Background: an optimization exercise with open tools, aiming at small area. Do not read the settings as production practice.
The RTL was checked by simulation tests, not by an equivalence proof against the original design.

== before ==
==> module roundrobin_arbiter, before the edit <==
module roundrobin_arbiter #(
    parameter N = 7,
    parameter PW = 3
)(
    input clk,
    input rst,
    input off_sig,
    input [N-1:0] requests,
    output [N-1:0] grants_out
    );
reg [PW-1:0] last;
wire [N-1:0] req = requests & {N{~off_sig}};
wire [N-1:0] m, sm, h, g;
wire [PW-1:0] idx;
generate if (N == 7) begin : g_n7
    assign m[0] = req[0] & ((last[2]) | (last[0]) | (last[1]));
    assign m[1] = req[1] & ((last[2]) | (last[1]));
    assign m[2] = req[2] & ((~last[0] & last[1]) | (last[2]));
    assign m[3] = req[3] & ((~last[0] & last[1]) | (~last[0] & last[2]));
    assign m[4] = req[4] & ((~last[0] & last[2]));
    assign m[5] = req[5] & ((~last[0] & ~last[1] & last[2]));
    assign m[6] = 1'b0;
    assign idx = {(g[3] | g[5] | g[6]), (g[2] | g[4] | g[5]), (g[1] | g[2] | g[3])};
 end else begin : g_n4
    assign m[0] = req[0] & ((last[0]) | (last[1]));
    assign m[1] = req[1] & ((last[1]));
    assign m[2] = req[2] & ((last[0] & last[1]));
    assign m[3] = 1'b0;
    assign idx = {(g[2] | g[3]), (g[1] | g[3])};
 end endgenerate
genvar k;
for (k = 0; k < N; k = k + 1) begin : g_k
    if (k == N-1) begin
        assign sm[k] = 1'b0;
        assign h[k] = 1'b0;
    end else begin
        assign sm[k] = sm[k+1] | m[k+1];
        assign h[k] = h[k+1] | req[k+1];
    end
end
wire a = sm[0] | m[0];
for (k = 0; k < N; k = k + 1) begin : g_g
    assign g[k] = (m[k] & ~sm[k]) | (req[k] & ~a & ~h[k]);
end
assign grants_out = g;
always @(posedge clk) begin
    if (rst)
        last <= {PW{1'b0}};
    else if (~off_sig)
        last <= idx;
end
endmodule
clock: 10.0 ns
lec_check: 0
abc_area: 1
cap_margin: 10
core_margin: 2
core_utilization: 70
place_density: 0.8
slew_margin: 10
standard.sh (not shown) runs the stock make flow with config.mk's settings and CLKGATE_MAP_FILE= SYNTH_SCRIPT=/design/flow/synth_recipe.tcl, a recipe that flattens the netlist after the stock synthesis.
==> flow/flow/run.sh <==
#!/bin/bash
# Layout flow: the standard ORFS flow (standard.sh), with two changes:
#  - Yosys maps the logic with an area-oriented ABC script (flow/area.abc);
#    the synthesis script, flip-flop mapping, flattening and renaming are
#    the standard flow's own.
#  - extra ORFS variables from flow/make.args are added to the make call
#    (clock tree buffers, port buffer cell).
# Each tool's full output is in orfs/logs/; make's own output is in flow.log.
set -euo pipefail
here=$(pwd)

# Synthesis script: the standard flow's, with abc's -script argument replaced.
{
  head -n 1 synth_recipe.tcl
  cat <<TCL
proc abc {args} {
  set i [lsearch -exact \$args -script]
  if {\$i >= 0} { lset args [expr {\$i + 1}] $here/flow/area.abc }
  puts "abc called with script $here/flow/area.abc"
  yosys abc {*}\$args
}
TCL
  tail -n +2 synth_recipe.tcl
} > my_synth.tcl

extra=""
if [[ -f flow/make.args ]]; then
  extra=$(grep -v '^#' flow/make.args | tr '\n' ' ')
fi
sed "s#SYNTH_SCRIPT=[^ ]*#SYNTH_SCRIPT=$here/my_synth.tcl $extra#" standard.sh > my_standard.sh
grep -q "SYNTH_SCRIPT=$here/my_synth.tcl" my_standard.sh

bash my_standard.sh "$@" > flow.log 2>&1
==> flow/flow/area.abc <==
strash
dch -f
amap -F 16 -A 16 -C 2000
topo
==> flow/flow/make.args <==
CTS_ARGS='-sink_clustering_enable -repair_clock_nets -dont_use_dummy_load -sink_clustering_size 15 -sink_clustering_max_diameter 65 -buf_list {sky130_fd_sc_hd__clkbuf_8}'
BUFFER_PORTS_ARGS='-buffer_cell sky130_fd_sc_hd__buf_1'
The inputs of after differ from those of before as listed below.
==> flow/design.v, changed modules only <==
module roundrobin_arbiter #(
    parameter N = 7,
    parameter PW = 3
)(
    input clk,
    input rst,
    input off_sig,
    input [N-1:0] requests,
    output [N-1:0] grants_out
    );
reg [PW-1:0] last;
wire [N-1:0] req = requests & {N{~off_sig}};
wire [N-1:0] m, sm, h, g;
reg [PW-1:0] idx;
genvar k;
for (k = 0; k < N; k = k + 1) begin : g_k
    assign m[k] = req[k] & (k < last);
    if (k == N-1) begin
        assign sm[k] = 1'b0;
        assign h[k] = 1'b0;
    end else begin
        assign sm[k] = sm[k+1] | m[k+1];
        assign h[k] = h[k+1] | req[k+1];
    end
end
wire a = sm[0] | m[0];
for (k = 0; k < N; k = k + 1) begin : g_g
    assign g[k] = (m[k] & ~sm[k]) | (req[k] & ~a & ~h[k]);
end
integer i;
always @(*) begin
    idx = {PW{1'b0}};
    for (i = 0; i < N; i = i + 1)
        if (g[i]) idx = idx | i;
end
assign grants_out = g;
always @(posedge clk) begin
    if (rst)
        last <= {PW{1'b0}};
    else if (~off_sig)
        last <= idx;
end
endmodule
==> run notes <==
Relative to before, the number of inserted diodes of after is lower by 32%.
after reached the final stage; the timing, DRC and antenna checks on its layout passed.
after vs before: count of cell types in the netlist down
In the tables for before and after, count of inverters other than clock inverters in the layout reads higher with before.
Diff before -> after: cell area +970 sq um, first-iteration DRC count -541.

[what the ideal ports hide]
No port has a modelled driver above. Below, the same layouts with a new extraction and two added sets of constraints. Step 1 sets driving cells, clkbuf_16 on the clock port and buf_2 on the other inputs (assumed; they add their load-dependent delay and slew). Step 2 adds t to the input delays and takes it off the output delays; t is the mean of the earliest and latest rising clock arrival at the registers after step 1. Input paths then give back, and output paths get back, about the clock's delay inside the block. Three values: ideal, step 1, step 2; two values: the first two.
run	shift t [ns]	setup slack, ns	clock arrival spread, ns	pins driven straight from the clock port
before	1.143	1.406 / 1.305 / 2.056	0.120 / 0.119	1
after	1.176	0.791 / 0.698 / 1.856	0.130 / 0.130	1
After both steps every run listed still meets setup and hold.
